This design comes from an exercise in tuning for small area and a short achievable clock period on the open sky130 flow, not from production work.
RTL that was checked went through simulation tests only; none was proved equivalent to the original.
Only the layout flow was run in run 2; the RTL was not checked for function there.

==> flow/design.v (outline; a module is shown in full before it is edited, if it fits) <==
// module mac_corner: 2494 lines
// module mac_edge: 1866 lines
// module mac_inner: 1700 lines
// module pe_os: 17 lines
// module systolic_array_os: 303 lines
module systolic_array_os #(
    DATA_WIDTH = 16,
    ACC_WIDTH = 64
    )(
    input logic clk,
    input logic rstn,
    input logic acc_en,
    input logic signed [DATA_WIDTH-1:0] data_0_i,
    input logic signed [DATA_WIDTH-1:0] data_1_i,
    input logic signed [DATA_WIDTH-1:0] data_2_i,
    input logic signed [DATA_WIDTH-1:0] data_3_i,
    input logic signed [DATA_WIDTH-1:0] weight_0_i,
    input logic signed [DATA_WIDTH-1:0] weight_1_i,
    input logic signed [DATA_WIDTH-1:0] weight_2_i,
    input logic signed [DATA_WIDTH-1:0] weight_3_i,
    output logic signed [ACC_WIDTH-1:0] acc_res_pe0_o,
    output logic signed [ACC_WIDTH-1:0] acc_res_pe1_o,
    output logic signed [ACC_WIDTH-1:0] acc_res_pe2_o,
    output logic signed [ACC_WIDTH-1:0] acc_res_pe3_o,
    output logic signed [ACC_WIDTH-1:0] acc_res_pe4_o,
    output logic signed [ACC_WIDTH-1:0] acc_res_pe5_o,
    output logic signed [ACC_WIDTH-1:0] acc_res_pe6_o,
    output logic signed [ACC_WIDTH-1:0] acc_res_pe7_o,
    output logic signed [ACC_WIDTH-1:0] acc_res_pe8_o,
    output logic signed [ACC_WIDTH-1:0] acc_res_pe9_o,
    output logic signed [ACC_WIDTH-1:0] acc_res_pe10_o,
    output logic signed [ACC_WIDTH-1:0] acc_res_pe11_o,
    output logic signed [ACC_WIDTH-1:0] acc_res_pe12_o,
    output logic signed [ACC_WIDTH-1:0] acc_res_pe13_o,
    output logic signed [ACC_WIDTH-1:0] acc_res_pe14_o,
    output logic signed [ACC_WIDTH-1:0] acc_res_pe15_o
    );
  // ...
==> flow/flow/run.sh <==
#!/bin/bash
# Layout flow: the standard flow (standard.sh) with these changes.
#  1. Synthesis skips the quick ABC pass inside Yosys's "synth" command
#     (synth -noabc). That pass remaps the full adders the RTL spells out gate
#     by gate; without it extract_fa finds them as written.
#  3. Every input and output port still gets its own buffer, but a plain
#     buffer cell (BUF_CELL) rather than the delay buffer buffer_ports picks
#     by itself; timing repair resizes them as needed.
# Each tool's output goes to synth.log and layout.log here (and ORFS's own
# logs under orfs/logs).
set -euo pipefail
BUF_CELL=sky130_fd_sc_hd__buf_1
HERE=$PWD
cp flow/abc.script abc.script
{
  echo 'proc synth {args} { yosys synth -nofsm -noshare -noabc {*}$args }'
  echo 'proc abc {args} {'
  echo '  set i [lsearch -exact $args -script]'
  echo "  if {\$i >= 0} { set args [lreplace \$args \$i [expr {\$i+1}] -script $HERE/abc.script] }"
  echo '  yosys abc {*}$args'
  echo '}'
  tail -n +2 synth_recipe.tcl
} > my_synth.tcl
head -1 synth_recipe.tcl | grep -q 'proc synth'
sed "s#SYNTH_SCRIPT=[^ ]*#SYNTH_SCRIPT=$HERE/my_synth.tcl#" standard.sh > my_standard.sh
grep -q 'my_synth.tcl' my_standard.sh
bash my_standard.sh synth > synth.log 2>&1
export BUFFER_PORTS_ARGS="-buffer_cell $BUF_CELL"
bash standard.sh > layout.log 2>&1
==> flow/flow/abc.script <==
strash
dch
map -D 1500
topo
stime -c
buffer -c
upsize -c
dnsize -c
==> flow/standard.sh <==
#!/bin/bash
# synth_recipe.tcl (not shown) runs the flow's synth.tcl, then flattens the netlist and writes it again
# the make line also repeats each setting of config.mk as NAME=value (left out here)
make -C /OpenROAD-flow-scripts/flow DESIGN_CONFIG=/design/flow/config.mk WORK_HOME=/design/flow/orfs CLKGATE_MAP_FILE= SYNTH_SCRIPT=/design/flow/synth_recipe.tcl "${@:-finish}"
==> flow/config.mk <==
export PLATFORM = sky130hd
export DESIGN_NAME = systolic_array_os
export DESIGN_NICKNAME = systolic_array_os
export VERILOG_FILES = /design/flow/design.v
export SDC_FILE = /design/flow/constraint.sdc
export NUM_CORES = 8
export LEC_CHECK = 0
export CAP_MARGIN = 20
export CORE_MARGIN = 2
export CORE_UTILIZATION = 40
export SETUP_SLACK_MARGIN = 4.0
export SLEW_MARGIN = 20
==> flow/constraint.sdc <==
create_clock -name core_clock -period 10.0 [get_ports {clk}]
set_input_delay 2.0000 -clock core_clock [delete_from_list [all_inputs] [get_ports {clk}]]
set_output_delay 2.0000 -clock core_clock [all_outputs]
set_load 0.01 [all_outputs]
==> results.txt, run 1 <==
- Initial core utilization: between 40 and 50%
- Multi-input comb cells: 12600
- Crit path top cell by count: fa_1
- # hold bufs at CTS: 0
- First-pass GRT wire length: slightly below 900 mm
- # rows: 240
- Share of layout cells above drive strength 1: roughly 11%
- Number of DRC markers in iteration 0: between 10000 and 15000
- Clock-pin slew of the registers on the worst-case setup and hold paths: 0.06 ns
- Post-synthesis mux area share: 0%
- Fin worst setup slack: ~4.1 ns
- Synth Flop Type: dfrtp_1
- Compound-cell area share of the yosys netlist: a little under an eighth
- Cell count after synthesis: about 18000
- Multi-input combinational area share: 60.0%
- Max-cap viol count: 0
- Antenna cell count: 39
- Filler cells: about 40000
- Worst setup path endpoint: u_mac_8.p_r[34]$_DFFE_PN0P_
- IO buf count: approximately 1200
- Fraction of registers with async set/reset: 65.9%
- Met2 routed WL: about 270 mm
- Pre-CTS setup slack: around 3.1 ns
- CP delay by family, top: adder cells
- Hold path endpoint: v1$_DFFE_PN0P_
- Synth Area in Simple Gates: around 7.8%
- Top sig layer: met5
- Hold Violations, Final: 0
- Status: complete, no violations
- CTS tree: yes
- Initial antenna violation count: 70
- P&R area growth vs syn: 13.3%
- # nets final: about 22000
- Non-Filler Instances: between 20000 and 25000
==> run 2, diff against run 1 <==
--- a/flow/design.v
+++ b/flow/design.v
@@ -5205,152 +5205,152 @@
     logic as836;
     logic as837;
     logic as838;
     logic as839;
     logic as840;
     logic as841;
     logic as842;
     logic as843;
-    assign b1 = ((yd[0] & ~xn[0]) | (yd[1] & 1'b0)) ^ yd[2];
-    assign b2 = ((yd[0] & ~xn[1]) | (yd[1] & ~xn[0])) ^ yd[2];
-    assign b3 = ((yd[0] & ~xn[2]) | (yd[1] & ~xn[1])) ^ yd[2];
-    assign b4 = ((yd[0] & ~xn[3]) | (yd[1] & ~xn[2])) ^ yd[2];
-    assign b5 = ((yd[0] & ~xn[4]) | (yd[1] & ~xn[3])) ^ yd[2];
-    assign b6 = ((yd[0] & ~xn[5]) | (yd[1] & ~xn[4])) ^ yd[2];
-    assign b7 = ((yd[0] & ~xn[6]) | (yd[1] & ~xn[5])) ^ yd[2];
-    assign b8 = ((yd[0] & ~xn[7]) | (yd[1] & ~xn[6])) ^ yd[2];
-    assign b9 = ((yd[0] & ~xn[8]) | (yd[1] & ~xn[7])) ^ yd[2];
-    assign b10 = ((yd[0] & ~xn[9]) | (yd[1] & ~xn[8])) ^ yd[2];
-    assign b11 = ((yd[0] & ~xn[10]) | (yd[1] & ~xn[9])) ^ yd[2];
-    assign b12 = ((yd[0] & ~xn[11]) | (yd[1] & ~xn[10])) ^ yd[2];
-    assign b13 = ((yd[0] & ~xn[12]) | (yd[1] & ~xn[11])) ^ yd[2];
-    assign b14 = ((yd[0] & ~xn[13]) | (yd[1] & ~xn[12])) ^ yd[2];
-    assign b15 = ((yd[0] & ~xn[14]) | (yd[1] & ~xn[13])) ^ yd[2];
-    assign b16 = ((yd[0] & ~xn[15]) | (yd[1] & ~xn[14])) ^ yd[2];
-    assign b17 = ~(((yd[0] & ~xn[15]) | (yd[1] & ~xn[15])) ^ yd[2]);
-    assign b18 = ((yd[3] & ~xn[0]) | (yd[4] & 1'b0)) ^ yd[5];
-    assign b19 = ((yd[3] & ~xn[1]) | (yd[4] & ~xn[0])) ^ yd[5];
-    assign b20 = ((yd[3] & ~xn[2]) | (yd[4] & ~xn[1])) ^ yd[5];
-    assign b21 = ((yd[3] & ~xn[3]) | (yd[4] & ~xn[2])) ^ yd[5];
-    assign b22 = ((yd[3] & ~xn[4]) | (yd[4] & ~xn[3])) ^ yd[5];
-    assign b23 = ((yd[3] & ~xn[5]) | (yd[4] & ~xn[4])) ^ yd[5];
-    assign b24 = ((yd[3] & ~xn[6]) | (yd[4] & ~xn[5])) ^ yd[5];
-    assign b25 = ((yd[3] & ~xn[7]) | (yd[4] & ~xn[6])) ^ yd[5];
-    assign b26 = ((yd[3] & ~xn[8]) | (yd[4] & ~xn[7])) ^ yd[5];
-    assign b27 = ((yd[3] & ~xn[9]) | (yd[4] & ~xn[8])) ^ yd[5];
-    assign b28 = ((yd[3] & ~xn[10]) | (yd[4] & ~xn[9])) ^ yd[5];
-    assign b29 = ((yd[3] & ~xn[11]) | (yd[4] & ~xn[10])) ^ yd[5];
-    assign b30 = ((yd[3] & ~xn[12]) | (yd[4] & ~xn[11])) ^ yd[5];
-    assign b31 = ((yd[3] & ~xn[13]) | (yd[4] & ~xn[12])) ^ yd[5];
-    assign b32 = ((yd[3] & ~xn[14]) | (yd[4] & ~xn[13])) ^ yd[5];
-    assign b33 = ((yd[3] & ~xn[15]) | (yd[4] & ~xn[14])) ^ yd[5];
-    assign b34 = ~(((yd[3] & ~xn[15]) | (yd[4] & ~xn[15])) ^ yd[5]);
-    assign b35 = ((yd[6] & ~xn[0]) | (yd[7] & 1'b0)) ^ yd[8];
-    assign b36 = ((yd[6] & ~xn[1]) | (yd[7] & ~xn[0])) ^ yd[8];
-    assign b37 = ((yd[6] & ~xn[2]) | (yd[7] & ~xn[1])) ^ yd[8];
-    assign b38 = ((yd[6] & ~xn[3]) | (yd[7] & ~xn[2])) ^ yd[8];
-    assign b39 = ((yd[6] & ~xn[4]) | (yd[7] & ~xn[3])) ^ yd[8];
-    assign b40 = ((yd[6] & ~xn[5]) | (yd[7] & ~xn[4])) ^ yd[8];
-    assign b41 = ((yd[6] & ~xn[6]) | (yd[7] & ~xn[5])) ^ yd[8];
-    assign b42 = ((yd[6] & ~xn[7]) | (yd[7] & ~xn[6])) ^ yd[8];
-    assign b43 = ((yd[6] & ~xn[8]) | (yd[7] & ~xn[7])) ^ yd[8];
-    assign b44 = ((yd[6] & ~xn[9]) | (yd[7] & ~xn[8])) ^ yd[8];
-    assign b45 = ((yd[6] & ~xn[10]) | (yd[7] & ~xn[9])) ^ yd[8];
-    assign b46 = ((yd[6] & ~xn[11]) | (yd[7] & ~xn[10])) ^ yd[8];
-    assign b47 = ((yd[6] & ~xn[12]) | (yd[7] & ~xn[11])) ^ yd[8];
-    assign b48 = ((yd[6] & ~xn[13]) | (yd[7] & ~xn[12])) ^ yd[8];
-    assign b49 = ((yd[6] & ~xn[14]) | (yd[7] & ~xn[13])) ^ yd[8];
-    assign b50 = ((yd[6] & ~xn[15]) | (yd[7] & ~xn[14])) ^ yd[8];
-    assign b51 = ~(((yd[6] & ~xn[15]) | (yd[7] & ~xn[15])) ^ yd[8]);
-    assign b52 = ((yd[9] & ~xn[0]) | (yd[10] & 1'b0)) ^ yd[11];
-    assign b53 = ((yd[9] & ~xn[1]) | (yd[10] & ~xn[0])) ^ yd[11];
-    assign b54 = ((yd[9] & ~xn[2]) | (yd[10] & ~xn[1])) ^ yd[11];
-    assign b55 = ((yd[9] & ~xn[3]) | (yd[10] & ~xn[2])) ^ yd[11];
-    assign b56 = ((yd[9] & ~xn[4]) | (yd[10] & ~xn[3])) ^ yd[11];
-    assign b57 = ((yd[9] & ~xn[5]) | (yd[10] & ~xn[4])) ^ yd[11];
-    assign b58 = ((yd[9] & ~xn[6]) | (yd[10] & ~xn[5])) ^ yd[11];
-    assign b59 = ((yd[9] & ~xn[7]) | (yd[10] & ~xn[6])) ^ yd[11];
-    assign b60 = ((yd[9] & ~xn[8]) | (yd[10] & ~xn[7])) ^ yd[11];
-    assign b61 = ((yd[9] & ~xn[9]) | (yd[10] & ~xn[8])) ^ yd[11];
-    assign b62 = ((yd[9] & ~xn[10]) | (yd[10] & ~xn[9])) ^ yd[11];
-    assign b63 = ((yd[9] & ~xn[11]) | (yd[10] & ~xn[10])) ^ yd[11];
-    assign b64 = ((yd[9] & ~xn[12]) | (yd[10] & ~xn[11])) ^ yd[11];
-    assign b65 = ((yd[9] & ~xn[13]) | (yd[10] & ~xn[12])) ^ yd[11];
-    assign b66 = ((yd[9] & ~xn[14]) | (yd[10] & ~xn[13])) ^ yd[11];
-    assign b67 = ((yd[9] & ~xn[15]) | (yd[10] & ~xn[14])) ^ yd[11];
-    assign b68 = ~(((yd[9] & ~xn[15]) | (yd[10] & ~xn[15])) ^ yd[11]);
-    assign b69 = ((yd[12] & ~xn[0]) | (yd[13] & 1'b0)) ^ yd[14];
-    assign b70 = ((yd[12] & ~xn[1]) | (yd[13] & ~xn[0])) ^ yd[14];
-    assign b71 = ((yd[12] & ~xn[2]) | (yd[13] & ~xn[1])) ^ yd[14];
-    assign b72 = ((yd[12] & ~xn[3]) | (yd[13] & ~xn[2])) ^ yd[14];
-    assign b73 = ((yd[12] & ~xn[4]) | (yd[13] & ~xn[3])) ^ yd[14];
-    assign b74 = ((yd[12] & ~xn[5]) | (yd[13] & ~xn[4])) ^ yd[14];
-    assign b75 = ((yd[12] & ~xn[6]) | (yd[13] & ~xn[5])) ^ yd[14];
-    assign b76 = ((yd[12] & ~xn[7]) | (yd[13] & ~xn[6])) ^ yd[14];
-    assign b77 = ((yd[12] & ~xn[8]) | (yd[13] & ~xn[7])) ^ yd[14];
-    assign b78 = ((yd[12] & ~xn[9]) | (yd[13] & ~xn[8])) ^ yd[14];
-    assign b79 = ((yd[12] & ~xn[10]) | (yd[13] & ~xn[9])) ^ yd[14];
-    assign b80 = ((yd[12] & ~xn[11]) | (yd[13] & ~xn[10])) ^ yd[14];
-    assign b81 = ((yd[12] & ~xn[12]) | (yd[13] & ~xn[11])) ^ yd[14];
-    assign b82 = ((yd[12] & ~xn[13]) | (yd[13] & ~xn[12])) ^ yd[14];
-    assign b83 = ((yd[12] & ~xn[14]) | (yd[13] & ~xn[13])) ^ yd[14];
-    assign b84 = ((yd[12] & ~xn[15]) | (yd[13] & ~xn[14])) ^ yd[14];
-    assign b85 = ~(((yd[12] & ~xn[15]) | (yd[13] & ~xn[15])) ^ yd[14]);
-    assign b86 = ((yd[15] & ~xn[0]) | (yd[16] & 1'b0)) ^ yd[17];
-    assign b87 = ((yd[15] & ~xn[1]) | (yd[16] & ~xn[0])) ^ yd[17];
-    assign b88 = ((yd[15] & ~xn[2]) | (yd[16] & ~xn[1])) ^ yd[17];
-    assign b89 = ((yd[15] & ~xn[3]) | (yd[16] & ~xn[2])) ^ yd[17];
-    assign b90 = ((yd[15] & ~xn[4]) | (yd[16] & ~xn[3])) ^ yd[17];
-    assign b91 = ((yd[15] & ~xn[5]) | (yd[16] & ~xn[4])) ^ yd[17];
-    assign b92 = ((yd[15] & ~xn[6]) | (yd[16] & ~xn[5])) ^ yd[17];
-    assign b93 = ((yd[15] & ~xn[7]) | (yd[16] & ~xn[6])) ^ yd[17];
-    assign b94 = ((yd[15] & ~xn[8]) | (yd[16] & ~xn[7])) ^ yd[17];
-    assign b95 = ((yd[15] & ~xn[9]) | (yd[16] & ~xn[8])) ^ yd[17];
-    assign b96 = ((yd[15] & ~xn[10]) | (yd[16] & ~xn[9])) ^ yd[17];
-    assign b97 = ((yd[15] & ~xn[11]) | (yd[16] & ~xn[10])) ^ yd[17];
-    assign b98 = ((yd[15] & ~xn[12]) | (yd[16] & ~xn[11])) ^ yd[17];
-    assign b99 = ((yd[15] & ~xn[13]) | (yd[16] & ~xn[12])) ^ yd[17];
-    assign b100 = ((yd[15] & ~xn[14]) | (yd[16] & ~xn[13])) ^ yd[17];
-    assign b101 = ((yd[15] & ~xn[15]) | (yd[16] & ~xn[14])) ^ yd[17];
-    assign b102 = ~(((yd[15] & ~xn[15]) | (yd[16] & ~xn[15])) ^ yd[17]);
-    assign b103 = ((yd[18] & ~xn[0]) | (yd[19] & 1'b0)) ^ yd[20];
-    assign b104 = ((yd[18] & ~xn[1]) | (yd[19] & ~xn[0])) ^ yd[20];
-    assign b105 = ((yd[18] & ~xn[2]) | (yd[19] & ~xn[1])) ^ yd[20];
-    assign b106 = ((yd[18] & ~xn[3]) | (yd[19] & ~xn[2])) ^ yd[20];
-    assign b107 = ((yd[18] & ~xn[4]) | (yd[19] & ~xn[3])) ^ yd[20];
-    assign b108 = ((yd[18] & ~xn[5]) | (yd[19] & ~xn[4])) ^ yd[20];
-    assign b109 = ((yd[18] & ~xn[6]) | (yd[19] & ~xn[5])) ^ yd[20];
-    assign b110 = ((yd[18] & ~xn[7]) | (yd[19] & ~xn[6])) ^ yd[20];
-    assign b111 = ((yd[18] & ~xn[8]) | (yd[19] & ~xn[7])) ^ yd[20];
-    assign b112 = ((yd[18] & ~xn[9]) | (yd[19] & ~xn[8])) ^ yd[20];
-    assign b113 = ((yd[18] & ~xn[10]) | (yd[19] & ~xn[9])) ^ yd[20];
-    assign b114 = ((yd[18] & ~xn[11]) | (yd[19] & ~xn[10])) ^ yd[20];
-    assign b115 = ((yd[18] & ~xn[12]) | (yd[19] & ~xn[11])) ^ yd[20];
-    assign b116 = ((yd[18] & ~xn[13]) | (yd[19] & ~xn[12])) ^ yd[20];
-    assign b117 = ((yd[18] & ~xn[14]) | (yd[19] & ~xn[13])) ^ yd[20];
-    assign b118 = ((yd[18] & ~xn[15]) | (yd[19] & ~xn[14])) ^ yd[20];
-    assign b119 = ~(((yd[18] & ~xn[15]) | (yd[19] & ~xn[15])) ^ yd[20]);
-    assign b120 = ((yd[21] & ~xn[0]) | (yd[22] & 1'b0)) ^ yd[23];
-    assign b121 = ((yd[21] & ~xn[1]) | (yd[22] & ~xn[0])) ^ yd[23];
-    assign b122 = ((yd[21] & ~xn[2]) | (yd[22] & ~xn[1])) ^ yd[23];
-    assign b123 = ((yd[21] & ~xn[3]) | (yd[22] & ~xn[2])) ^ yd[23];
-    assign b124 = ((yd[21] & ~xn[4]) | (yd[22] & ~xn[3])) ^ yd[23];
-    assign b125 = ((yd[21] & ~xn[5]) | (yd[22] & ~xn[4])) ^ yd[23];
-    assign b126 = ((yd[21] & ~xn[6]) | (yd[22] & ~xn[5])) ^ yd[23];
-    assign b127 = ((yd[21] & ~xn[7]) | (yd[22] & ~xn[6])) ^ yd[23];
-    assign b128 = ((yd[21] & ~xn[8]) | (yd[22] & ~xn[7])) ^ yd[23];
-    assign b129 = ((yd[21] & ~xn[9]) | (yd[22] & ~xn[8])) ^ yd[23];
-    assign b130 = ((yd[21] & ~xn[10]) | (yd[22] & ~xn[9])) ^ yd[23];
-    assign b131 = ((yd[21] & ~xn[11]) | (yd[22] & ~xn[10])) ^ yd[23];
-    assign b132 = ((yd[21] & ~xn[12]) | (yd[22] & ~xn[11])) ^ yd[23];
-    assign b133 = ((yd[21] & ~xn[13]) | (yd[22] & ~xn[12])) ^ yd[23];
-    assign b134 = ((yd[21] & ~xn[14]) | (yd[22] & ~xn[13])) ^ yd[23];
-    assign b135 = ((yd[21] & ~xn[15]) | (yd[22] & ~xn[14])) ^ yd[23];
-    assign b136 = ~(((yd[21] & ~xn[15]) | (yd[22] & ~xn[15])) ^ yd[23]);
+    assign b1 = ((~yd[0] & ~xn[0]) | (~yd[1] & 1'b0)) ^ yd[2];
+    assign b2 = ((~yd[0] & ~xn[1]) | (~yd[1] & ~xn[0])) ^ yd[2];
+    assign b3 = ((~yd[0] & ~xn[2]) | (~yd[1] & ~xn[1])) ^ yd[2];
+    assign b4 = ((~yd[0] & ~xn[3]) | (~yd[1] & ~xn[2])) ^ yd[2];
+    assign b5 = ((~yd[0] & ~xn[4]) | (~yd[1] & ~xn[3])) ^ yd[2];
+    assign b6 = ((~yd[0] & ~xn[5]) | (~yd[1] & ~xn[4])) ^ yd[2];
+    assign b7 = ((~yd[0] & ~xn[6]) | (~yd[1] & ~xn[5])) ^ yd[2];
+    assign b8 = ((~yd[0] & ~xn[7]) | (~yd[1] & ~xn[6])) ^ yd[2];
+    assign b9 = ((~yd[0] & ~xn[8]) | (~yd[1] & ~xn[7])) ^ yd[2];
+    assign b10 = ((~yd[0] & ~xn[9]) | (~yd[1] & ~xn[8])) ^ yd[2];
+    assign b11 = ((~yd[0] & ~xn[10]) | (~yd[1] & ~xn[9])) ^ yd[2];
+    assign b12 = ((~yd[0] & ~xn[11]) | (~yd[1] & ~xn[10])) ^ yd[2];
+    assign b13 = ((~yd[0] & ~xn[12]) | (~yd[1] & ~xn[11])) ^ yd[2];
+    assign b14 = ((~yd[0] & ~xn[13]) | (~yd[1] & ~xn[12])) ^ yd[2];
+    assign b15 = ((~yd[0] & ~xn[14]) | (~yd[1] & ~xn[13])) ^ yd[2];
+    assign b16 = ((~yd[0] & ~xn[15]) | (~yd[1] & ~xn[14])) ^ yd[2];
+    assign b17 = ~(((~yd[0] & ~xn[15]) | (~yd[1] & ~xn[15])) ^ yd[2]);
+    assign b18 = ((~yd[3] & ~xn[0]) | (~yd[4] & 1'b0)) ^ yd[5];
+    assign b19 = ((~yd[3] & ~xn[1]) | (~yd[4] & ~xn[0])) ^ yd[5];
+    assign b20 = ((~yd[3] & ~xn[2]) | (~yd[4] & ~xn[1])) ^ yd[5];
+    assign b21 = ((~yd[3] & ~xn[3]) | (~yd[4] & ~xn[2])) ^ yd[5];
+    assign b22 = ((~yd[3] & ~xn[4]) | (~yd[4] & ~xn[3])) ^ yd[5];
+    assign b23 = ((~yd[3] & ~xn[5]) | (~yd[4] & ~xn[4])) ^ yd[5];
+    assign b24 = ((~yd[3] & ~xn[6]) | (~yd[4] & ~xn[5])) ^ yd[5];
+    assign b25 = ((~yd[3] & ~xn[7]) | (~yd[4] & ~xn[6])) ^ yd[5];
+    assign b26 = ((~yd[3] & ~xn[8]) | (~yd[4] & ~xn[7])) ^ yd[5];
+    assign b27 = ((~yd[3] & ~xn[9]) | (~yd[4] & ~xn[8])) ^ yd[5];
+    assign b28 = ((~yd[3] & ~xn[10]) | (~yd[4] & ~xn[9])) ^ yd[5];
+    assign b29 = ((~yd[3] & ~xn[11]) | (~yd[4] & ~xn[10])) ^ yd[5];
+    assign b30 = ((~yd[3] & ~xn[12]) | (~yd[4] & ~xn[11])) ^ yd[5];
+    assign b31 = ((~yd[3] & ~xn[13]) | (~yd[4] & ~xn[12])) ^ yd[5];
+    assign b32 = ((~yd[3] & ~xn[14]) | (~yd[4] & ~xn[13])) ^ yd[5];
+    assign b33 = ((~yd[3] & ~xn[15]) | (~yd[4] & ~xn[14])) ^ yd[5];
+    assign b34 = ~(((~yd[3] & ~xn[15]) | (~yd[4] & ~xn[15])) ^ yd[5]);
+    assign b35 = ((~yd[6] & ~xn[0]) | (~yd[7] & 1'b0)) ^ yd[8];
+    assign b36 = ((~yd[6] & ~xn[1]) | (~yd[7] & ~xn[0])) ^ yd[8];
+    assign b37 = ((~yd[6] & ~xn[2]) | (~yd[7] & ~xn[1])) ^ yd[8];
+    assign b38 = ((~yd[6] & ~xn[3]) | (~yd[7] & ~xn[2])) ^ yd[8];
+    assign b39 = ((~yd[6] & ~xn[4]) | (~yd[7] & ~xn[3])) ^ yd[8];
+    assign b40 = ((~yd[6] & ~xn[5]) | (~yd[7] & ~xn[4])) ^ yd[8];
+    assign b41 = ((~yd[6] & ~xn[6]) | (~yd[7] & ~xn[5])) ^ yd[8];
+    assign b42 = ((~yd[6] & ~xn[7]) | (~yd[7] & ~xn[6])) ^ yd[8];
+    assign b43 = ((~yd[6] & ~xn[8]) | (~yd[7] & ~xn[7])) ^ yd[8];
+    assign b44 = ((~yd[6] & ~xn[9]) | (~yd[7] & ~xn[8])) ^ yd[8];
+    assign b45 = ((~yd[6] & ~xn[10]) | (~yd[7] & ~xn[9])) ^ yd[8];
+    assign b46 = ((~yd[6] & ~xn[11]) | (~yd[7] & ~xn[10])) ^ yd[8];
+    assign b47 = ((~yd[6] & ~xn[12]) | (~yd[7] & ~xn[11])) ^ yd[8];
+    assign b48 = ((~yd[6] & ~xn[13]) | (~yd[7] & ~xn[12])) ^ yd[8];
+    assign b49 = ((~yd[6] & ~xn[14]) | (~yd[7] & ~xn[13])) ^ yd[8];
+    assign b50 = ((~yd[6] & ~xn[15]) | (~yd[7] & ~xn[14])) ^ yd[8];
+    assign b51 = ~(((~yd[6] & ~xn[15]) | (~yd[7] & ~xn[15])) ^ yd[8]);
+    assign b52 = ((~yd[9] & ~xn[0]) | (~yd[10] & 1'b0)) ^ yd[11];
+    assign b53 = ((~yd[9] & ~xn[1]) | (~yd[10] & ~xn[0])) ^ yd[11];
+    assign b54 = ((~yd[9] & ~xn[2]) | (~yd[10] & ~xn[1])) ^ yd[11];
+    assign b55 = ((~yd[9] & ~xn[3]) | (~yd[10] & ~xn[2])) ^ yd[11];
+    assign b56 = ((~yd[9] & ~xn[4]) | (~yd[10] & ~xn[3])) ^ yd[11];
+    assign b57 = ((~yd[9] & ~xn[5]) | (~yd[10] & ~xn[4])) ^ yd[11];
+    assign b58 = ((~yd[9] & ~xn[6]) | (~yd[10] & ~xn[5])) ^ yd[11];
+    assign b59 = ((~yd[9] & ~xn[7]) | (~yd[10] & ~xn[6])) ^ yd[11];
+    assign b60 = ((~yd[9] & ~xn[8]) | (~yd[10] & ~xn[7])) ^ yd[11];
+    assign b61 = ((~yd[9] & ~xn[9]) | (~yd[10] & ~xn[8])) ^ yd[11];
+    assign b62 = ((~yd[9] & ~xn[10]) | (~yd[10] & ~xn[9])) ^ yd[11];
+    assign b63 = ((~yd[9] & ~xn[11]) | (~yd[10] & ~xn[10])) ^ yd[11];
+    assign b64 = ((~yd[9] & ~xn[12]) | (~yd[10] & ~xn[11])) ^ yd[11];
+    assign b65 = ((~yd[9] & ~xn[13]) | (~yd[10] & ~xn[12])) ^ yd[11];
+    assign b66 = ((~yd[9] & ~xn[14]) | (~yd[10] & ~xn[13])) ^ yd[11];
+    assign b67 = ((~yd[9] & ~xn[15]) | (~yd[10] & ~xn[14])) ^ yd[11];
+    assign b68 = ~(((~yd[9] & ~xn[15]) | (~yd[10] & ~xn[15])) ^ yd[11]);
+    assign b69 = ((~yd[12] & ~xn[0]) | (~yd[13] & 1'b0)) ^ yd[14];
+    assign b70 = ((~yd[12] & ~xn[1]) | (~yd[13] & ~xn[0])) ^ yd[14];
+    assign b71 = ((~yd[12] & ~xn[2]) | (~yd[13] & ~xn[1])) ^ yd[14];
+    assign b72 = ((~yd[12] & ~xn[3]) | (~yd[13] & ~xn[2])) ^ yd[14];
+    assign b73 = ((~yd[12] & ~xn[4]) | (~yd[13] & ~xn[3])) ^ yd[14];
+    assign b74 = ((~yd[12] & ~xn[5]) | (~yd[13] & ~xn[4])) ^ yd[14];
+    assign b75 = ((~yd[12] & ~xn[6]) | (~yd[13] & ~xn[5])) ^ yd[14];
+    assign b76 = ((~yd[12] & ~xn[7]) | (~yd[13] & ~xn[6])) ^ yd[14];
+    assign b77 = ((~yd[12] & ~xn[8]) | (~yd[13] & ~xn[7])) ^ yd[14];
+    assign b78 = ((~yd[12] & ~xn[9]) | (~yd[13] & ~xn[8])) ^ yd[14];
+    assign b79 = ((~yd[12] & ~xn[10]) | (~yd[13] & ~xn[9])) ^ yd[14];
+    assign b80 = ((~yd[12] & ~xn[11]) | (~yd[13] & ~xn[10])) ^ yd[14];
+    assign b81 = ((~yd[12] & ~xn[12]) | (~yd[13] & ~xn[11])) ^ yd[14];
+    assign b82 = ((~yd[12] & ~xn[13]) | (~yd[13] & ~xn[12])) ^ yd[14];
+    assign b83 = ((~yd[12] & ~xn[14]) | (~yd[13] & ~xn[13])) ^ yd[14];
+    assign b84 = ((~yd[12] & ~xn[15]) | (~yd[13] & ~xn[14])) ^ yd[14];
+    assign b85 = ~(((~yd[12] & ~xn[15]) | (~yd[13] & ~xn[15])) ^ yd[14]);
+    assign b86 = ((~yd[15] & ~xn[0]) | (~yd[16] & 1'b0)) ^ yd[17];
+    assign b87 = ((~yd[15] & ~xn[1]) | (~yd[16] & ~xn[0])) ^ yd[17];
+    assign b88 = ((~yd[15] & ~xn[2]) | (~yd[16] & ~xn[1])) ^ yd[17];
+    assign b89 = ((~yd[15] & ~xn[3]) | (~yd[16] & ~xn[2])) ^ yd[17];
+    assign b90 = ((~yd[15] & ~xn[4]) | (~yd[16] & ~xn[3])) ^ yd[17];
+    assign b91 = ((~yd[15] & ~xn[5]) | (~yd[16] & ~xn[4])) ^ yd[17];
+    assign b92 = ((~yd[15] & ~xn[6]) | (~yd[16] & ~xn[5])) ^ yd[17];
+    assign b93 = ((~yd[15] & ~xn[7]) | (~yd[16] & ~xn[6])) ^ yd[17];
+    assign b94 = ((~yd[15] & ~xn[8]) | (~yd[16] & ~xn[7])) ^ yd[17];
+    assign b95 = ((~yd[15] & ~xn[9]) | (~yd[16] & ~xn[8])) ^ yd[17];
+    assign b96 = ((~yd[15] & ~xn[10]) | (~yd[16] & ~xn[9])) ^ yd[17];
+    assign b97 = ((~yd[15] & ~xn[11]) | (~yd[16] & ~xn[10])) ^ yd[17];
+    assign b98 = ((~yd[15] & ~xn[12]) | (~yd[16] & ~xn[11])) ^ yd[17];
+    assign b99 = ((~yd[15] & ~xn[13]) | (~yd[16] & ~xn[12])) ^ yd[17];
+    assign b100 = ((~yd[15] & ~xn[14]) | (~yd[16] & ~xn[13])) ^ yd[17];
+    assign b101 = ((~yd[15] & ~xn[15]) | (~yd[16] & ~xn[14])) ^ yd[17];
+    assign b102 = ~(((~yd[15] & ~xn[15]) | (~yd[16] & ~xn[15])) ^ yd[17]);
+    assign b103 = ((~yd[18] & ~xn[0]) | (~yd[19] & 1'b0)) ^ yd[20];
+    assign b104 = ((~yd[18] & ~xn[1]) | (~yd[19] & ~xn[0])) ^ yd[20];
+    assign b105 = ((~yd[18] & ~xn[2]) | (~yd[19] & ~xn[1])) ^ yd[20];
+    assign b106 = ((~yd[18] & ~xn[3]) | (~yd[19] & ~xn[2])) ^ yd[20];
+    assign b107 = ((~yd[18] & ~xn[4]) | (~yd[19] & ~xn[3])) ^ yd[20];
+    assign b108 = ((~yd[18] & ~xn[5]) | (~yd[19] & ~xn[4])) ^ yd[20];
+    assign b109 = ((~yd[18] & ~xn[6]) | (~yd[19] & ~xn[5])) ^ yd[20];
+    assign b110 = ((~yd[18] & ~xn[7]) | (~yd[19] & ~xn[6])) ^ yd[20];
+    assign b111 = ((~yd[18] & ~xn[8]) | (~yd[19] & ~xn[7])) ^ yd[20];
+    assign b112 = ((~yd[18] & ~xn[9]) | (~yd[19] & ~xn[8])) ^ yd[20];
+    assign b113 = ((~yd[18] & ~xn[10]) | (~yd[19] & ~xn[9])) ^ yd[20];
+    assign b114 = ((~yd[18] & ~xn[11]) | (~yd[19] & ~xn[10])) ^ yd[20];
+    assign b115 = ((~yd[18] & ~xn[12]) | (~yd[19] & ~xn[11])) ^ yd[20];
+    assign b116 = ((~yd[18] & ~xn[13]) | (~yd[19] & ~xn[12])) ^ yd[20];
+    assign b117 = ((~yd[18] & ~xn[14]) | (~yd[19] & ~xn[13])) ^ yd[20];
+    assign b118 = ((~yd[18] & ~xn[15]) | (~yd[19] & ~xn[14])) ^ yd[20];
+    assign b119 = ~(((~yd[18] & ~xn[15]) | (~yd[19] & ~xn[15])) ^ yd[20]);
+    assign b120 = ((~yd[21] & ~xn[0]) | (~yd[22] & 1'b0)) ^ yd[23];
+    assign b121 = ((~yd[21] & ~xn[1]) | (~yd[22] & ~xn[0])) ^ yd[23];
+    assign b122 = ((~yd[21] & ~xn[2]) | (~yd[22] & ~xn[1])) ^ yd[23];
+    assign b123 = ((~yd[21] & ~xn[3]) | (~yd[22] & ~xn[2])) ^ yd[23];
+    assign b124 = ((~yd[21] & ~xn[4]) | (~yd[22] & ~xn[3])) ^ yd[23];
+    assign b125 = ((~yd[21] & ~xn[5]) | (~yd[22] & ~xn[4])) ^ yd[23];
+    assign b126 = ((~yd[21] & ~xn[6]) | (~yd[22] & ~xn[5])) ^ yd[23];
+    assign b127 = ((~yd[21] & ~xn[7]) | (~yd[22] & ~xn[6])) ^ yd[23];
+    assign b128 = ((~yd[21] & ~xn[8]) | (~yd[22] & ~xn[7])) ^ yd[23];
+    assign b129 = ((~yd[21] & ~xn[9]) | (~yd[22] & ~xn[8])) ^ yd[23];
+    assign b130 = ((~yd[21] & ~xn[10]) | (~yd[22] & ~xn[9])) ^ yd[23];
+    assign b131 = ((~yd[21] & ~xn[11]) | (~yd[22] & ~xn[10])) ^ yd[23];
+    assign b132 = ((~yd[21] & ~xn[12]) | (~yd[22] & ~xn[11])) ^ yd[23];
+    assign b133 = ((~yd[21] & ~xn[13]) | (~yd[22] & ~xn[12])) ^ yd[23];
+    assign b134 = ((~yd[21] & ~xn[14]) | (~yd[22] & ~xn[13])) ^ yd[23];
+    assign b135 = ((~yd[21] & ~xn[15]) | (~yd[22] & ~xn[14])) ^ yd[23];
+    assign b136 = ~(((~yd[21] & ~xn[15]) | (~yd[22] & ~xn[15])) ^ yd[23]);
     assign n137 = yd[2] ^ acc_r[0] ^ b1;
     assign n138 = (yd[2] & acc_r[0]) | (yd[2] & b1) | (acc_r[0] & b1);
     assign n139 = acc_r[1] ^ b2 ^ n138;
     assign n140 = (acc_r[1] & b2) | (acc_r[1] & n138) | (b2 & n138);
     assign n141 = yd[5] ^ acc_r[2] ^ b3;
     assign n142 = (yd[5] & acc_r[2]) | (yd[5] & b3) | (acc_r[2] & b3);
     assign n143 = b18 ^ n141 ^ n140;
     assign n144 = (b18 & n141) | (b18 & n140) | (n141 & n140);
@@ -6116,139 +6116,139 @@
         end else if (acc_en) begin
             v1 <= 1'b1;
             v2 <= v1;
             v3 <= v2;
         end
     logic [3:0] gate;
     assign gate = {acc_en & v3, acc_en & v2, acc_en & v1, acc_en};
     logic [23:0] dd_0;    
-    assign dd_0[0] = data_0_i[0] ^ 1'b0;
-    assign dd_0[1] = (data_0_i[1] & ~data_0_i[0] & ~1'b0) | (~data_0_i[1] & data_0_i[0] & 1'b0);
+    assign dd_0[0] = (data_0_i[0] ^ 1'b0);
+    assign dd_0[1] = ((data_0_i[1] & ~data_0_i[0] & ~1'b0) | (~data_0_i[1] & data_0_i[0] & 1'b0));
     assign dd_0[2] = data_0_i[1];
-    assign dd_0[3] = data_0_i[2] ^ data_0_i[1];
-    assign dd_0[4] = (data_0_i[3] & ~data_0_i[2] & ~data_0_i[1]) | (~data_0_i[3] & data_0_i[2] & data_0_i[1]);
+    assign dd_0[3] = (data_0_i[2] ^ data_0_i[1]);
+    assign dd_0[4] = ((data_0_i[3] & ~data_0_i[2] & ~data_0_i[1]) | (~data_0_i[3] & data_0_i[2] & data_0_i[1]));
     assign dd_0[5] = data_0_i[3];
-    assign dd_0[6] = data_0_i[4] ^ data_0_i[3];
-    assign dd_0[7] = (data_0_i[5] & ~data_0_i[4] & ~data_0_i[3]) | (~data_0_i[5] & data_0_i[4] & data_0_i[3]);
+    assign dd_0[6] = (data_0_i[4] ^ data_0_i[3]);
+    assign dd_0[7] = ((data_0_i[5] & ~data_0_i[4] & ~data_0_i[3]) | (~data_0_i[5] & data_0_i[4] & data_0_i[3]));
     assign dd_0[8] = data_0_i[5];
-    assign dd_0[9] = data_0_i[6] ^ data_0_i[5];
-    assign dd_0[10] = (data_0_i[7] & ~data_0_i[6] & ~data_0_i[5]) | (~data_0_i[7] & data_0_i[6] & data_0_i[5]);
+    assign dd_0[9] = (data_0_i[6] ^ data_0_i[5]);
+    assign dd_0[10] = ((data_0_i[7] & ~data_0_i[6] & ~data_0_i[5]) | (~data_0_i[7] & data_0_i[6] & data_0_i[5]));
     assign dd_0[11] = data_0_i[7];
-    assign dd_0[12] = data_0_i[8] ^ data_0_i[7];
-    assign dd_0[13] = (data_0_i[9] & ~data_0_i[8] & ~data_0_i[7]) | (~data_0_i[9] & data_0_i[8] & data_0_i[7]);
+    assign dd_0[12] = (data_0_i[8] ^ data_0_i[7]);
+    assign dd_0[13] = ((data_0_i[9] & ~data_0_i[8] & ~data_0_i[7]) | (~data_0_i[9] & data_0_i[8] & data_0_i[7]));
     assign dd_0[14] = data_0_i[9];
-    assign dd_0[15] = data_0_i[10] ^ data_0_i[9];
-    assign dd_0[16] = (data_0_i[11] & ~data_0_i[10] & ~data_0_i[9]) | (~data_0_i[11] & data_0_i[10] & data_0_i[9]);
+    assign dd_0[15] = (data_0_i[10] ^ data_0_i[9]);
+    assign dd_0[16] = ((data_0_i[11] & ~data_0_i[10] & ~data_0_i[9]) | (~data_0_i[11] & data_0_i[10] & data_0_i[9]));
     assign dd_0[17] = data_0_i[11];
-    assign dd_0[18] = data_0_i[12] ^ data_0_i[11];
-    assign dd_0[19] = (data_0_i[13] & ~data_0_i[12] & ~data_0_i[11]) | (~data_0_i[13] & data_0_i[12] & data_0_i[11]);
+    assign dd_0[18] = (data_0_i[12] ^ data_0_i[11]);
+    assign dd_0[19] = ((data_0_i[13] & ~data_0_i[12] & ~data_0_i[11]) | (~data_0_i[13] & data_0_i[12] & data_0_i[11]));
     assign dd_0[20] = data_0_i[13];
-    assign dd_0[21] = data_0_i[14] ^ data_0_i[13];
-    assign dd_0[22] = (data_0_i[15] & ~data_0_i[14] & ~data_0_i[13]) | (~data_0_i[15] & data_0_i[14] & data_0_i[13]);
+    assign dd_0[21] = (data_0_i[14] ^ data_0_i[13]);
+    assign dd_0[22] = ((data_0_i[15] & ~data_0_i[14] & ~data_0_i[13]) | (~data_0_i[15] & data_0_i[14] & data_0_i[13]));
     assign dd_0[23] = data_0_i[15];
     logic [23:0] wd_0;    
-    assign wd_0[0] = weight_0_i[0] ^ 1'b0;
-    assign wd_0[1] = (weight_0_i[1] & ~weight_0_i[0] & ~1'b0) | (~weight_0_i[1] & weight_0_i[0] & 1'b0);
+    assign wd_0[0] = (weight_0_i[0] ^ 1'b0);
+    assign wd_0[1] = ((weight_0_i[1] & ~weight_0_i[0] & ~1'b0) | (~weight_0_i[1] & weight_0_i[0] & 1'b0));
     assign wd_0[2] = weight_0_i[1];
-    assign wd_0[3] = weight_0_i[2] ^ weight_0_i[1];
-    assign wd_0[4] = (weight_0_i[3] & ~weight_0_i[2] & ~weight_0_i[1]) | (~weight_0_i[3] & weight_0_i[2] & weight_0_i[1]);
+    assign wd_0[3] = (weight_0_i[2] ^ weight_0_i[1]);
+    assign wd_0[4] = ((weight_0_i[3] & ~weight_0_i[2] & ~weight_0_i[1]) | (~weight_0_i[3] & weight_0_i[2] & weight_0_i[1]));
     assign wd_0[5] = weight_0_i[3];
-    assign wd_0[6] = weight_0_i[4] ^ weight_0_i[3];
-    assign wd_0[7] = (weight_0_i[5] & ~weight_0_i[4] & ~weight_0_i[3]) | (~weight_0_i[5] & weight_0_i[4] & weight_0_i[3]);
+    assign wd_0[6] = (weight_0_i[4] ^ weight_0_i[3]);
+    assign wd_0[7] = ((weight_0_i[5] & ~weight_0_i[4] & ~weight_0_i[3]) | (~weight_0_i[5] & weight_0_i[4] & weight_0_i[3]));
     assign wd_0[8] = weight_0_i[5];
-    assign wd_0[9] = weight_0_i[6] ^ weight_0_i[5];
-    assign wd_0[10] = (weight_0_i[7] & ~weight_0_i[6] & ~weight_0_i[5]) | (~weight_0_i[7] & weight_0_i[6] & weight_0_i[5]);
+    assign wd_0[9] = (weight_0_i[6] ^ weight_0_i[5]);
+    assign wd_0[10] = ((weight_0_i[7] & ~weight_0_i[6] & ~weight_0_i[5]) | (~weight_0_i[7] & weight_0_i[6] & weight_0_i[5]));
     assign wd_0[11] = weight_0_i[7];
-    assign wd_0[12] = weight_0_i[8] ^ weight_0_i[7];
-    assign wd_0[13] = (weight_0_i[9] & ~weight_0_i[8] & ~weight_0_i[7]) | (~weight_0_i[9] & weight_0_i[8] & weight_0_i[7]);
+    assign wd_0[12] = (weight_0_i[8] ^ weight_0_i[7]);
+    assign wd_0[13] = ((weight_0_i[9] & ~weight_0_i[8] & ~weight_0_i[7]) | (~weight_0_i[9] & weight_0_i[8] & weight_0_i[7]));
     assign wd_0[14] = weight_0_i[9];
-    assign wd_0[15] = weight_0_i[10] ^ weight_0_i[9];
-    assign wd_0[16] = (weight_0_i[11] & ~weight_0_i[10] & ~weight_0_i[9]) | (~weight_0_i[11] & weight_0_i[10] & weight_0_i[9]);
+    assign wd_0[15] = (weight_0_i[10] ^ weight_0_i[9]);
+    assign wd_0[16] = ((weight_0_i[11] & ~weight_0_i[10] & ~weight_0_i[9]) | (~weight_0_i[11] & weight_0_i[10] & weight_0_i[9]));
     assign wd_0[17] = weight_0_i[11];
-    assign wd_0[18] = weight_0_i[12] ^ weight_0_i[11];
-    assign wd_0[19] = (weight_0_i[13] & ~weight_0_i[12] & ~weight_0_i[11]) | (~weight_0_i[13] & weight_0_i[12] & weight_0_i[11]);
+    assign wd_0[18] = (weight_0_i[12] ^ weight_0_i[11]);
+    assign wd_0[19] = ((weight_0_i[13] & ~weight_0_i[12] & ~weight_0_i[11]) | (~weight_0_i[13] & weight_0_i[12] & weight_0_i[11]));
     assign wd_0[20] = weight_0_i[13];
-    assign wd_0[21] = weight_0_i[14] ^ weight_0_i[13];
-    assign wd_0[22] = (weight_0_i[15] & ~weight_0_i[14] & ~weight_0_i[13]) | (~weight_0_i[15] & weight_0_i[14] & weight_0_i[13]);
+    assign wd_0[21] = (weight_0_i[14] ^ weight_0_i[13]);
+    assign wd_0[22] = ((weight_0_i[15] & ~weight_0_i[14] & ~weight_0_i[13]) | (~weight_0_i[15] & weight_0_i[14] & weight_0_i[13]));
     assign wd_0[23] = weight_0_i[15];
     logic [23:0] wd_1;    
-    assign wd_1[0] = weight_1_i[0] ^ 1'b0;
-    assign wd_1[1] = (weight_1_i[1] & ~weight_1_i[0] & ~1'b0) | (~weight_1_i[1] & weight_1_i[0] & 1'b0);
+    assign wd_1[0] = ~(weight_1_i[0] ^ 1'b0);
+    assign wd_1[1] = ~((weight_1_i[1] & ~weight_1_i[0] & ~1'b0) | (~weight_1_i[1] & weight_1_i[0] & 1'b0));
     assign wd_1[2] = weight_1_i[1];
-    assign wd_1[3] = weight_1_i[2] ^ weight_1_i[1];
-    assign wd_1[4] = (weight_1_i[3] & ~weight_1_i[2] & ~weight_1_i[1]) | (~weight_1_i[3] & weight_1_i[2] & weight_1_i[1]);
+    assign wd_1[3] = ~(weight_1_i[2] ^ weight_1_i[1]);
+    assign wd_1[4] = ~((weight_1_i[3] & ~weight_1_i[2] & ~weight_1_i[1]) | (~weight_1_i[3] & weight_1_i[2] & weight_1_i[1]));
     assign wd_1[5] = weight_1_i[3];
-    assign wd_1[6] = weight_1_i[4] ^ weight_1_i[3];
-    assign wd_1[7] = (weight_1_i[5] & ~weight_1_i[4] & ~weight_1_i[3]) | (~weight_1_i[5] & weight_1_i[4] & weight_1_i[3]);
+    assign wd_1[6] = ~(weight_1_i[4] ^ weight_1_i[3]);
+    assign wd_1[7] = ~((weight_1_i[5] & ~weight_1_i[4] & ~weight_1_i[3]) | (~weight_1_i[5] & weight_1_i[4] & weight_1_i[3]));
     assign wd_1[8] = weight_1_i[5];
-    assign wd_1[9] = weight_1_i[6] ^ weight_1_i[5];
-    assign wd_1[10] = (weight_1_i[7] & ~weight_1_i[6] & ~weight_1_i[5]) | (~weight_1_i[7] & weight_1_i[6] & weight_1_i[5]);
+    assign wd_1[9] = ~(weight_1_i[6] ^ weight_1_i[5]);
+    assign wd_1[10] = ~((weight_1_i[7] & ~weight_1_i[6] & ~weight_1_i[5]) | (~weight_1_i[7] & weight_1_i[6] & weight_1_i[5]));
     assign wd_1[11] = weight_1_i[7];
-    assign wd_1[12] = weight_1_i[8] ^ weight_1_i[7];
-    assign wd_1[13] = (weight_1_i[9] & ~weight_1_i[8] & ~weight_1_i[7]) | (~weight_1_i[9] & weight_1_i[8] & weight_1_i[7]);
+    assign wd_1[12] = ~(weight_1_i[8] ^ weight_1_i[7]);
+    assign wd_1[13] = ~((weight_1_i[9] & ~weight_1_i[8] & ~weight_1_i[7]) | (~weight_1_i[9] & weight_1_i[8] & weight_1_i[7]));
     assign wd_1[14] = weight_1_i[9];
-    assign wd_1[15] = weight_1_i[10] ^ weight_1_i[9];
-    assign wd_1[16] = (weight_1_i[11] & ~weight_1_i[10] & ~weight_1_i[9]) | (~weight_1_i[11] & weight_1_i[10] & weight_1_i[9]);
+    assign wd_1[15] = ~(weight_1_i[10] ^ weight_1_i[9]);
+    assign wd_1[16] = ~((weight_1_i[11] & ~weight_1_i[10] & ~weight_1_i[9]) | (~weight_1_i[11] & weight_1_i[10] & weight_1_i[9]));
     assign wd_1[17] = weight_1_i[11];
-    assign wd_1[18] = weight_1_i[12] ^ weight_1_i[11];
-    assign wd_1[19] = (weight_1_i[13] & ~weight_1_i[12] & ~weight_1_i[11]) | (~weight_1_i[13] & weight_1_i[12] & weight_1_i[11]);
+    assign wd_1[18] = ~(weight_1_i[12] ^ weight_1_i[11]);
+    assign wd_1[19] = ~((weight_1_i[13] & ~weight_1_i[12] & ~weight_1_i[11]) | (~weight_1_i[13] & weight_1_i[12] & weight_1_i[11]));
     assign wd_1[20] = weight_1_i[13];
-    assign wd_1[21] = weight_1_i[14] ^ weight_1_i[13];
-    assign wd_1[22] = (weight_1_i[15] & ~weight_1_i[14] & ~weight_1_i[13]) | (~weight_1_i[15] & weight_1_i[14] & weight_1_i[13]);
+    assign wd_1[21] = ~(weight_1_i[14] ^ weight_1_i[13]);
+    assign wd_1[22] = ~((weight_1_i[15] & ~weight_1_i[14] & ~weight_1_i[13]) | (~weight_1_i[15] & weight_1_i[14] & weight_1_i[13]));
     assign wd_1[23] = weight_1_i[15];
     logic [23:0] wd_2;    
-    assign wd_2[0] = weight_2_i[0] ^ 1'b0;
-    assign wd_2[1] = (weight_2_i[1] & ~weight_2_i[0] & ~1'b0) | (~weight_2_i[1] & weight_2_i[0] & 1'b0);
+    assign wd_2[0] = ~(weight_2_i[0] ^ 1'b0);
+    assign wd_2[1] = ~((weight_2_i[1] & ~weight_2_i[0] & ~1'b0) | (~weight_2_i[1] & weight_2_i[0] & 1'b0));
     assign wd_2[2] = weight_2_i[1];
-    assign wd_2[3] = weight_2_i[2] ^ weight_2_i[1];
-    assign wd_2[4] = (weight_2_i[3] & ~weight_2_i[2] & ~weight_2_i[1]) | (~weight_2_i[3] & weight_2_i[2] & weight_2_i[1]);
+    assign wd_2[3] = ~(weight_2_i[2] ^ weight_2_i[1]);
+    assign wd_2[4] = ~((weight_2_i[3] & ~weight_2_i[2] & ~weight_2_i[1]) | (~weight_2_i[3] & weight_2_i[2] & weight_2_i[1]));
     assign wd_2[5] = weight_2_i[3];
-    assign wd_2[6] = weight_2_i[4] ^ weight_2_i[3];
-    assign wd_2[7] = (weight_2_i[5] & ~weight_2_i[4] & ~weight_2_i[3]) | (~weight_2_i[5] & weight_2_i[4] & weight_2_i[3]);
+    assign wd_2[6] = ~(weight_2_i[4] ^ weight_2_i[3]);
+    assign wd_2[7] = ~((weight_2_i[5] & ~weight_2_i[4] & ~weight_2_i[3]) | (~weight_2_i[5] & weight_2_i[4] & weight_2_i[3]));
     assign wd_2[8] = weight_2_i[5];
-    assign wd_2[9] = weight_2_i[6] ^ weight_2_i[5];
-    assign wd_2[10] = (weight_2_i[7] & ~weight_2_i[6] & ~weight_2_i[5]) | (~weight_2_i[7] & weight_2_i[6] & weight_2_i[5]);
+    assign wd_2[9] = ~(weight_2_i[6] ^ weight_2_i[5]);
+    assign wd_2[10] = ~((weight_2_i[7] & ~weight_2_i[6] & ~weight_2_i[5]) | (~weight_2_i[7] & weight_2_i[6] & weight_2_i[5]));
     assign wd_2[11] = weight_2_i[7];
-    assign wd_2[12] = weight_2_i[8] ^ weight_2_i[7];
-    assign wd_2[13] = (weight_2_i[9] & ~weight_2_i[8] & ~weight_2_i[7]) | (~weight_2_i[9] & weight_2_i[8] & weight_2_i[7]);
+    assign wd_2[12] = ~(weight_2_i[8] ^ weight_2_i[7]);
+    assign wd_2[13] = ~((weight_2_i[9] & ~weight_2_i[8] & ~weight_2_i[7]) | (~weight_2_i[9] & weight_2_i[8] & weight_2_i[7]));
     assign wd_2[14] = weight_2_i[9];
-    assign wd_2[15] = weight_2_i[10] ^ weight_2_i[9];
-    assign wd_2[16] = (weight_2_i[11] & ~weight_2_i[10] & ~weight_2_i[9]) | (~weight_2_i[11] & weight_2_i[10] & weight_2_i[9]);
+    assign wd_2[15] = ~(weight_2_i[10] ^ weight_2_i[9]);
+    assign wd_2[16] = ~((weight_2_i[11] & ~weight_2_i[10] & ~weight_2_i[9]) | (~weight_2_i[11] & weight_2_i[10] & weight_2_i[9]));
     assign wd_2[17] = weight_2_i[11];
-    assign wd_2[18] = weight_2_i[12] ^ weight_2_i[11];
-    assign wd_2[19] = (weight_2_i[13] & ~weight_2_i[12] & ~weight_2_i[11]) | (~weight_2_i[13] & weight_2_i[12] & weight_2_i[11]);
+    assign wd_2[18] = ~(weight_2_i[12] ^ weight_2_i[11]);
+    assign wd_2[19] = ~((weight_2_i[13] & ~weight_2_i[12] & ~weight_2_i[11]) | (~weight_2_i[13] & weight_2_i[12] & weight_2_i[11]));
     assign wd_2[20] = weight_2_i[13];
-    assign wd_2[21] = weight_2_i[14] ^ weight_2_i[13];
-    assign wd_2[22] = (weight_2_i[15] & ~weight_2_i[14] & ~weight_2_i[13]) | (~weight_2_i[15] & weight_2_i[14] & weight_2_i[13]);
+    assign wd_2[21] = ~(weight_2_i[14] ^ weight_2_i[13]);
+    assign wd_2[22] = ~((weight_2_i[15] & ~weight_2_i[14] & ~weight_2_i[13]) | (~weight_2_i[15] & weight_2_i[14] & weight_2_i[13]));
     assign wd_2[23] = weight_2_i[15];
     logic [23:0] wd_3;    
-    assign wd_3[0] = weight_3_i[0] ^ 1'b0;
-    assign wd_3[1] = (weight_3_i[1] & ~weight_3_i[0] & ~1'b0) | (~weight_3_i[1] & weight_3_i[0] & 1'b0);
+    assign wd_3[0] = ~(weight_3_i[0] ^ 1'b0);
+    assign wd_3[1] = ~((weight_3_i[1] & ~weight_3_i[0] & ~1'b0) | (~weight_3_i[1] & weight_3_i[0] & 1'b0));
     assign wd_3[2] = weight_3_i[1];
-    assign wd_3[3] = weight_3_i[2] ^ weight_3_i[1];
-    assign wd_3[4] = (weight_3_i[3] & ~weight_3_i[2] & ~weight_3_i[1]) | (~weight_3_i[3] & weight_3_i[2] & weight_3_i[1]);
+    assign wd_3[3] = ~(weight_3_i[2] ^ weight_3_i[1]);
+    assign wd_3[4] = ~((weight_3_i[3] & ~weight_3_i[2] & ~weight_3_i[1]) | (~weight_3_i[3] & weight_3_i[2] & weight_3_i[1]));
     assign wd_3[5] = weight_3_i[3];
-    assign wd_3[6] = weight_3_i[4] ^ weight_3_i[3];
-    assign wd_3[7] = (weight_3_i[5] & ~weight_3_i[4] & ~weight_3_i[3]) | (~weight_3_i[5] & weight_3_i[4] & weight_3_i[3]);
+    assign wd_3[6] = ~(weight_3_i[4] ^ weight_3_i[3]);
+    assign wd_3[7] = ~((weight_3_i[5] & ~weight_3_i[4] & ~weight_3_i[3]) | (~weight_3_i[5] & weight_3_i[4] & weight_3_i[3]));
     assign wd_3[8] = weight_3_i[5];
-    assign wd_3[9] = weight_3_i[6] ^ weight_3_i[5];
-    assign wd_3[10] = (weight_3_i[7] & ~weight_3_i[6] & ~weight_3_i[5]) | (~weight_3_i[7] & weight_3_i[6] & weight_3_i[5]);
+    assign wd_3[9] = ~(weight_3_i[6] ^ weight_3_i[5]);
+    assign wd_3[10] = ~((weight_3_i[7] & ~weight_3_i[6] & ~weight_3_i[5]) | (~weight_3_i[7] & weight_3_i[6] & weight_3_i[5]));
     assign wd_3[11] = weight_3_i[7];
-    assign wd_3[12] = weight_3_i[8] ^ weight_3_i[7];
-    assign wd_3[13] = (weight_3_i[9] & ~weight_3_i[8] & ~weight_3_i[7]) | (~weight_3_i[9] & weight_3_i[8] & weight_3_i[7]);
+    assign wd_3[12] = ~(weight_3_i[8] ^ weight_3_i[7]);
+    assign wd_3[13] = ~((weight_3_i[9] & ~weight_3_i[8] & ~weight_3_i[7]) | (~weight_3_i[9] & weight_3_i[8] & weight_3_i[7]));
     assign wd_3[14] = weight_3_i[9];
-    assign wd_3[15] = weight_3_i[10] ^ weight_3_i[9];
-    assign wd_3[16] = (weight_3_i[11] & ~weight_3_i[10] & ~weight_3_i[9]) | (~weight_3_i[11] & weight_3_i[10] & weight_3_i[9]);
+    assign wd_3[15] = ~(weight_3_i[10] ^ weight_3_i[9]);
+    assign wd_3[16] = ~((weight_3_i[11] & ~weight_3_i[10] & ~weight_3_i[9]) | (~weight_3_i[11] & weight_3_i[10] & weight_3_i[9]));
     assign wd_3[17] = weight_3_i[11];
-    assign wd_3[18] = weight_3_i[12] ^ weight_3_i[11];
-    assign wd_3[19] = (weight_3_i[13] & ~weight_3_i[12] & ~weight_3_i[11]) | (~weight_3_i[13] & weight_3_i[12] & weight_3_i[11]);
+    assign wd_3[18] = ~(weight_3_i[12] ^ weight_3_i[11]);
+    assign wd_3[19] = ~((weight_3_i[13] & ~weight_3_i[12] & ~weight_3_i[11]) | (~weight_3_i[13] & weight_3_i[12] & weight_3_i[11]));
     assign wd_3[20] = weight_3_i[13];
-    assign wd_3[21] = weight_3_i[14] ^ weight_3_i[13];
-    assign wd_3[22] = (weight_3_i[15] & ~weight_3_i[14] & ~weight_3_i[13]) | (~weight_3_i[15] & weight_3_i[14] & weight_3_i[13]);
+    assign wd_3[21] = ~(weight_3_i[14] ^ weight_3_i[13]);
+    assign wd_3[22] = ~((weight_3_i[15] & ~weight_3_i[14] & ~weight_3_i[13]) | (~weight_3_i[15] & weight_3_i[14] & weight_3_i[13]));
     assign wd_3[23] = weight_3_i[15];
     logic [23:0] d_0_0;
     logic [23:0] d_0_1;
     logic [23:0] d_0_2;
     logic [15:0] d_1_0;
     logic [15:0] d_1_1;
     logic [15:0] d_1_2;
     logic [15:0] d_2_0;
==> results.txt, run 2 <==
- GR Util All Layers: 26.5% (was 27.1%)
- P&R area growth vs syn: 11.7% (was 13.3%)
- # DRC: 0 (unchanged)
- Unrepaired setup endpoints after global routing: true (unchanged)
- First-pass GRT wire length: 872 mm (was 888 mm)
- Cts bufs inserted: 202 (was 203)
- Antenna Nets Post-Route: 0 (unchanged)
- Worst EP arrival: 3.86 ns (was 6.64 ns)
- Cell taking the most area after synthesis: fa_1 (unchanged)
- Critical path peak fanout: 6 (was 9)
- Max Clock Freq: 171 MHz (was 170 MHz)
- Status: complete, no violations (unchanged)
- Clock-pin slew of the registers on the worst-case setup and hold paths: 0.06 ns (about the same)
- Max-cap viol count: 0 (unchanged)
- Met3 WL post-DR: 55.2 mm (was 61.9 mm)
- Syn Area/Cell: 9.64 µm² (was 9.60 µm²)
- Non-Filler Instances: 24200 (was 24700)
- Placer Congestion: 0.936 (was 0.960)
- Commonest non-fill, non-tap cells in the layout: xor2_1 (2399), fa_1 (2336), nand2_1 (1816) (was xor2_1 (2403), fa_1 (2330), nand2_1 (1915))
- Wire length on met1: 229 mm (was 234 mm)
- Hold Violations, Final: 0 (unchanged)
- Top-count cell post-synth: xor2_1 (unchanged)
- Initial antenna violation count: 62 (was 70)
- Slew HR: 22.7% (was 25.8%)
- Met2 routed WL: 263 mm (was 267 mm)
- Max clock buf depth: 4 (unchanged)
- Synth Flop Type: dfrtp_1 (unchanged)
- Critical path class: reg -> out (was in -> reg)
- Die height: 658 µm (about the same)
- Required time of the critical path: 8.00 ns (was 10.78 ns)
- Final setup violation count: 0 (unchanged)
- Cell count after synthesis: 17800 (about the same)
- # IOs: 1155 (unchanged)
- Core area: 427000 µm² (was 426000 µm²)
- Final period util: 58.6% (was 58.7%)
- Vias post-DR: 133000 (was 136000)
- Number of global-route vias before repair: 135000 (about the same)
- Crit path launch type: register (was input port)
- Register area share after synthesis: 23.0% (was 23.1%)
- Setup_tns: 0 ns (unchanged)
- # rows: 240 (unchanged)
- IO buf count: 1154 (unchanged)
- Post-synth top cells: xor2_1 (2430), fa_1 (2337), nand2_1 (1823), o22ai_1 (1812), inv_1 (1739) (was xor2_1 (2425), fa_1 (2337), nand2_1 (1922), inv_1 (1901), o22ai_1 (1816))
- Post-DR wirelength/cell: 24.2 µm (was 24.5 µm)
- Die X: 658 µm (about the same)
- Hold Crit Class: reg -> reg (unchanged)
- Root Driver: clkbuf_16 (unchanged)
- Die Area: 433000 µm² (about the same)
- Clk_skew: 0.0634 ns (was 0.0685 ns)
- # hold bufs at CTS: 0 (unchanged)
- Total gr overflow: 0 (unchanged)
- CP Capture Type: output pin (was register)
- Seq cells post-synth: 1476 (unchanged)
- Share of layout cells above drive strength 1: 9.22% (was 10.7%)
- Warnings, synthesis: 8 (unchanged)
- Dpl hpwl: 428 mm (was 441 mm)
- Worst-margin pin slew: 1.16 ns (was 1.11 ns)
- Top sig layer: met5 (unchanged)
- Fraction of registers with async set/reset: 65.9% (unchanged)
- Number of synthesized flops with an enable pin: 504 (unchanged)
- Synth top area cells: fa_1 (27%), dfrtp_1 (14%), xor2_1 (12%) (unchanged)
- Synthesized cell area: 171000 µm² (about the same)
- Post-synthesis cell type count: 82 (was 80)
- Initial core utilization: 40.1% (about the same)
- Placed cell count: 23000 (was 23200)
- CTS tree: yes (unchanged)
- Post-route minimum period: 5.86 ns (was 5.87 ns)
- Count of pins over their slew limit: 0 (unchanged)
- # nets final: 21800 (was 22200)
- Pre-antenna DRT Iters: 8 (was 9)
- Area share of the largest cell type after synthesis: 27.3% (was 27.4%)
- Total number of clock tree sinks: 1476 (unchanged)
- H-tree Lvls: 4 (unchanged)
- Number of DRC markers in iteration 0: 12600 (was 14000)
- Syn Nets: 21200 (was 21300)
- Commonest non-fill, non-tap cell in the layout: xor2_1 (unchanged)
- Final wirelength: 587 mm (was 604 mm)
- DR vias/cell: 5.48 (was 5.52)
- Largest net degree at the start of global routing: 209 (was 205)
- Clk latency of the worst-skew pair: 0.94 ns (was 0.95 ns)
run 2: worst max-delay path: stages, from the launching register on:
cell     delay (ns)
dfrtp_1        0.38
ha_1           0.16
nor2_1         0.06
o21ai_2        0.19
nand3_1        0.11
nand2_2        0.18
nand3_2        0.11
nand2_4        0.15
inv_2          0.08
nor4_4         0.18
nor2_4         0.07
buf_12         0.15
nor3_2         0.20
nand2_1        0.13
xor2_2         0.53
buf_1          0.21
run 2: timing repair:
| action | CTS | global route |
|---|---|---|
| pin swaps | 12 | 24 |
| cloned | 0 | 4 |
| setup endpoints to repair | 323 | 303 |
| endpoints found under the hold margin | 0 | 0 |
| buffers inserted | 534 | 285 |
| resized for setup | 64 | 115 |
run 2: through the flow:
| stage | setup slack, ns | area (µm²) | util [%] | hold slack [ns] |
|---|---|---|---|---|
| after floorplan | 4.03 | 171000 | - | 0.423 |
| after CTS | 3.94 | 188000 | 44.1 | 0.493 |
| final | 4.14 | 191000 | 44.8 | 0.485 |
| after detailed placement | 3.18 | 175000 | 41.1 | 0.477 |
| after global placement | 3.21 | 175000 | 41.1 | 0.466 |
| after global routing | 3.95 | 191000 | 44.8 | 0.511 |
run 2: logic make-up (layout without fill, tap and decap cells):
group           after synthesis  in the layout  share of synthesized area (%)
other cells                   0             31                              0
buf+inv                    3723           4464                           9.48
fa+ha+maj                  3319           3319                           34.5
xor+xnor                   2607           2607                           13.3
simple gates               3206           3209                           7.56
compound gates             3432           3432                           12.1
flops                      1476           1476                           23.0
run 2: area by class of cell:
cell class	count	area, µm²
Timing Repair Buffer	2211	14000
Tap cell	5687	7120
Inverter	1878	7090
Multi-Input combinational cell	12600	116000
Antenna cell	31	77.6
Fill cell	40800	235000
Clock buffer	237	5330
Clock inverter	138	1810
Sequential cell	1476	39500
run 2: worst paths after layout:
check,from,to,slack (ns),depth (start not counted)
setup / recovery,u_mac_2.p_r[2]$_DFFE_PN0P_,acc_res_pe2_o[34],4.14,15
hold / removal,v1$_DFFE_PN0P_,v1$_DFFE_PN0P_,0.49,2
setup reg to reg,pe_5.d_o[12]$_DFFE_PP_,u_mac_6.acc_r[45]$_DFFE_PN0P_,4.16,19
hold reg to reg,v1$_DFFE_PN0P_,v1$_DFFE_PN0P_,0.49,2
max in group asynchronous,rstn,u_mac_4.p_r[18]$_DFFE_PN0P_,7.06,3
min in group asynchronous,rstn,u_mac_12.p_r[40]$_DFFE_PN0P_,1.06,1
run 2: metal layers:
layer | up-vias | track usage [%]
met5 | - | 0
met4 | 32 | 15.1
met3 | 1368 | 6.64
met2 | 6696 | 41.1
met1 | 66100 | 33.8
li1 | 58700 | -

what the ideal ports hide:
Ports are ideal in the flow. The routed layouts listed here were re-timed in OpenROAD.
Step 1, drivers: a clkbuf_16 drives clk and a buf_2 each remaining input, both assumed.
Step 2, shift: input delay + t, output delay - t, t = (earliest + latest rising clock arrival at the registers) / 2. This alone moves slack from input paths to output paths.
Slacks: ideal / step 1 / step 2; pairs: ideal / step 1.
run | t (ns) | setup slack, ns | worst hold slack (ns)
run 1 | 1.026 | 4.134 / 4.050 / 3.110 | 0.492 / 0.492 / 0.492
run 2 | 1.020 | 4.141 / 4.029 / 3.210 | 0.485 / 0.485 / 0.485
After both steps every run listed still meets setup and hold. The setup slack of run 1, which loses most, moves by -0.084 ns with the drivers and by -1.024 ns with both steps.
